Context: an optimization exercise on an open-source flow, tuned for small area and a short achievable clock period. The choices shown serve that exercise and are no tape-out recipe.
Only simulation tests tie the RTL to the original design; equivalence was not proved.
Power figures rest on the tool's default switching activity, not on a simulated workload.

// a25_execute
module a25_execute (
input                       i_clk,
input                       i_rst,                       
input                       i_core_stall,                
input                       i_mem_stall,                 
output                      o_exec_stall,                
input       [31:0]          i_wb_read_data,              
input                       i_wb_read_data_valid,        
input       [10:0]          i_wb_load_rd,                
input       [31:0]          i_copro_read_data,           
input                       i_decode_iaccess,            
input                       i_decode_daccess,            
input       [7:0]           i_decode_load_rd,            
output reg  [31:0]          o_copro_write_data,
output reg  [31:0]          o_write_data,
output reg  [31:0]          o_iaddress,
output      [31:0]          o_iaddress_nxt,              
output reg                  o_iaddress_valid,      
output reg  [31:0]          o_daddress,          
output      [31:0]          o_daddress_nxt,              
output reg                  o_daddress_valid,      
output reg                  o_adex,                
output reg                  o_priviledged,         
output reg                  o_exclusive,           
output reg                  o_write_enable,
output reg  [3:0]           o_byte_enable,
output reg  [8:0]           o_exec_load_rd,        
output      [31:0]          o_status_bits,               
output                      o_multiply_done,
input      [1:0]            i_status_bits_mode,
input                       i_status_bits_irq_mask,
input                       i_status_bits_firq_mask,
input      [31:0]           i_imm32,
input      [4:0]            i_imm_shift_amount,
input                       i_shift_imm_zero,
input      [3:0]            i_condition,
input                       i_decode_exclusive,        
input      [3:0]            i_rm_sel,
input      [3:0]            i_rs_sel,
input      [3:0]            i_rn_sel,
input      [1:0]            i_barrel_shift_amount_sel,
input      [1:0]            i_barrel_shift_data_sel,
input      [1:0]            i_barrel_shift_function,
input      [8:0]            i_alu_function,
input      [1:0]            i_multiply_function,
input      [2:0]            i_interrupt_vector_sel,
input      [3:0]            i_iaddress_sel,
input      [3:0]            i_daddress_sel,
input      [2:0]            i_pc_sel,
input      [1:0]            i_byte_enable_sel,
input      [2:0]            i_status_bits_sel,
input      [2:0]            i_reg_write_sel,
input                       i_user_mode_regs_store_nxt,
input                       i_firq_not_user_mode,
input                       i_write_data_wen,
input                       i_base_address_wen,      
input                       i_pc_wen,
input      [14:0]           i_reg_bank_wen,
input                       i_status_bits_flags_wen,
input                       i_status_bits_mode_wen,
input                       i_status_bits_irq_mask_wen,
input                       i_status_bits_firq_mask_wen,
input                       i_copro_write_data_wen,
input                       i_conflict,
input                       i_rn_use_read,
input                       i_rm_use_read,
input                       i_rs_use_read,
input                       i_rd_use_read
);
Size: about 14000 cells after synthesis, ~1200 flip-flops, roughly 460 I/O pins.
Settings: LEC_CHECK=0, ABC_AREA=1, CAP_MARGIN=20, CELL_PAD_IN_SITES_DETAIL_PLACEMENT=1, CELL_PAD_IN_SITES_GLOBAL_PLACEMENT=2, CORE_MARGIN=2, CORE_UTILIZATION=30, PLACE_DENSITY=0.45, SETUP_SLACK_MARGIN=4, SLEW_MARGIN=20, TNS_END_PERCENT=20; clock period 18.0 ns.
run.sh (not shown) runs the stock make flow with config.mk's settings and CLKGATE_MAP_FILE= SYNTH_SCRIPT=/design/flow/synth_recipe.tcl, a recipe that flattens the netlist after the stock synthesis.
Edit:
Settings changed: CELL_PAD_IN_SITES_DETAIL_PLACEMENT 1 to not set, CELL_PAD_IN_SITES_GLOBAL_PLACEMENT 2 to not set, CORE_UTILIZATION 30 to 35, PLACE_DENSITY 0.45 to 0.5.
Outcome: With this change the flow produced a layout that fails on max-capacitance violations, max-slew violations. Register-to-register slack degrades by 2800 ps. Non-clock buffer count goes up by 169. Wire length goes down by 6.7%. Die area goes down by 14%. Total power goes down by 1.3%. Cell area goes up by 0.87%. Synthesized area does not change. Worst setup slack improves by 45 ps. First-iteration DRC count goes up by 16%.
Edit:
Settings changed: CELL_PAD_IN_SITES_DETAIL_PLACEMENT set to 1, CELL_PAD_IN_SITES_GLOBAL_PLACEMENT set to 2, CORE_UTILIZATION 35 to 30, PLACE_DENSITY 0.5 to 0.45, TNS_END_PERCENT 20 to 5.
Result:
- Now the flow completed with no timing, DRC or antenna violations
- register-to-register slack gets better by 2800 ps
- area after synthesis does not change
- routed wire length came out higher by 7.2%
- first-iteration DRC count goes down by 17%
- non-clock buffer count falls by 166
- power increases by 1.3%
- die area came out higher by 17%
Edit:
Settings changed: CELL_PAD_IN_SITES_DETAIL_PLACEMENT 1 to not set, CELL_PAD_IN_SITES_GLOBAL_PLACEMENT 2 to not set, SETUP_SLACK_MARGIN 4 to 2, TNS_END_PERCENT 5 to not set.
The changed run completed without violations.
Non-clock buffer count shrinks by 124.
Design area shrinks by 3.6%.
Total power shrinks by 3.8%.
Synthesized cell count is unchanged.
Wire length shrinks by 5.7%.
Count of clock-buffer cells in the layout shrinks by 1.
Worst hold slack stays flat.

old:
Another version of the RTL of a25_execute (not shown whole).
Size in the first run: ~89,000 um^2 of cells after synthesis.
Settings: LEC_CHECK=0, ABC_AREA=1, CAP_MARGIN=20, CORE_MARGIN=2, CORE_UTILIZATION=45, PLACE_DENSITY=0.6, SETUP_SLACK_MARGIN=5, SLEW_MARGIN=20; clock period 18.0 ns.
old never completed; the flow aborted with a tool error in global routing (5_1_grt).
diff inputs: old => new
# old
export LEC_CHECK = 0
export ABC_AREA = 1
export CAP_MARGIN = 20
export CORE_MARGIN = 2
export CORE_UTILIZATION = 45
export PLACE_DENSITY = 0.6
export SETUP_SLACK_MARGIN = 5
export SLEW_MARGIN = 20
create_clock -name core_clock -period 18.0 [get_ports {i_clk}]
# new
export LEC_CHECK = 0
export CAP_MARGIN = 20
export CORE_MARGIN = 2
export CORE_UTILIZATION = 45
export PLACE_DENSITY = 0.6
export SETUP_SLACK_MARGIN = 5
export SLEW_MARGIN = 20
create_clock -name core_clock -period 18.0 [get_ports {i_clk}]
==> comparison <==
Flow for new halted at global routing (5_1_grt), error code GRT-0116. Compared with old, standard cell area after detailed placement in new increased by a few percent. Largest family of logic cells by synthesized area: compound AO/OA/AOI/OAI gates -> new, simple AND/OR/NAND/NOR gates -> old. Of old and new, the higher cell area after technology mapping belongs to new. Against old, new comes in 0.27 points lower on sequential fraction of the synthesis area. NOTE: weighted congestion at the end of routability-driven global placement in new exceeds that of old. Across both runs, synthesized cell count was lower for new than for old. On quantity of gates resized following cts: between old and new, it ends up higher for old.

-- port drivers added, routing unchanged --
The results above use ideal ports. As a check the final layouts listed here were re-extracted and re-timed, cells and wires unchanged. Step 1 assumes that a clkbuf_16 drives the clock port and a buf_2 every other input. Step 2 moves the port delays by t, midway between the first and last clock arrival at a register: inputs arrive t later, outputs are due t later. That takes back most of the time a late clock gives input paths. a / b / c = ideal ports / drivers / drivers and shift; a / b = the first two.
run | t (ns) | setup WS [ns] | worst setup path after step 2
the first run of note 1 | 1.035 | 3.297 / 3.180 / 3.180 | input to output
the second run of note 1 | 0.985 | 3.342 / 3.340 / 2.402 | input to register
the third run of note 1 | 1.024 | 3.296 / 3.167 / 3.167 | input to output
the fourth run of note 1 | 1.014 | 1.950 / 1.831 / 1.851 | input to output
For the second run of note 1, which loses most, drivers alone change the setup slack by -0.002 ns; drivers and shift together by -0.940 ns.
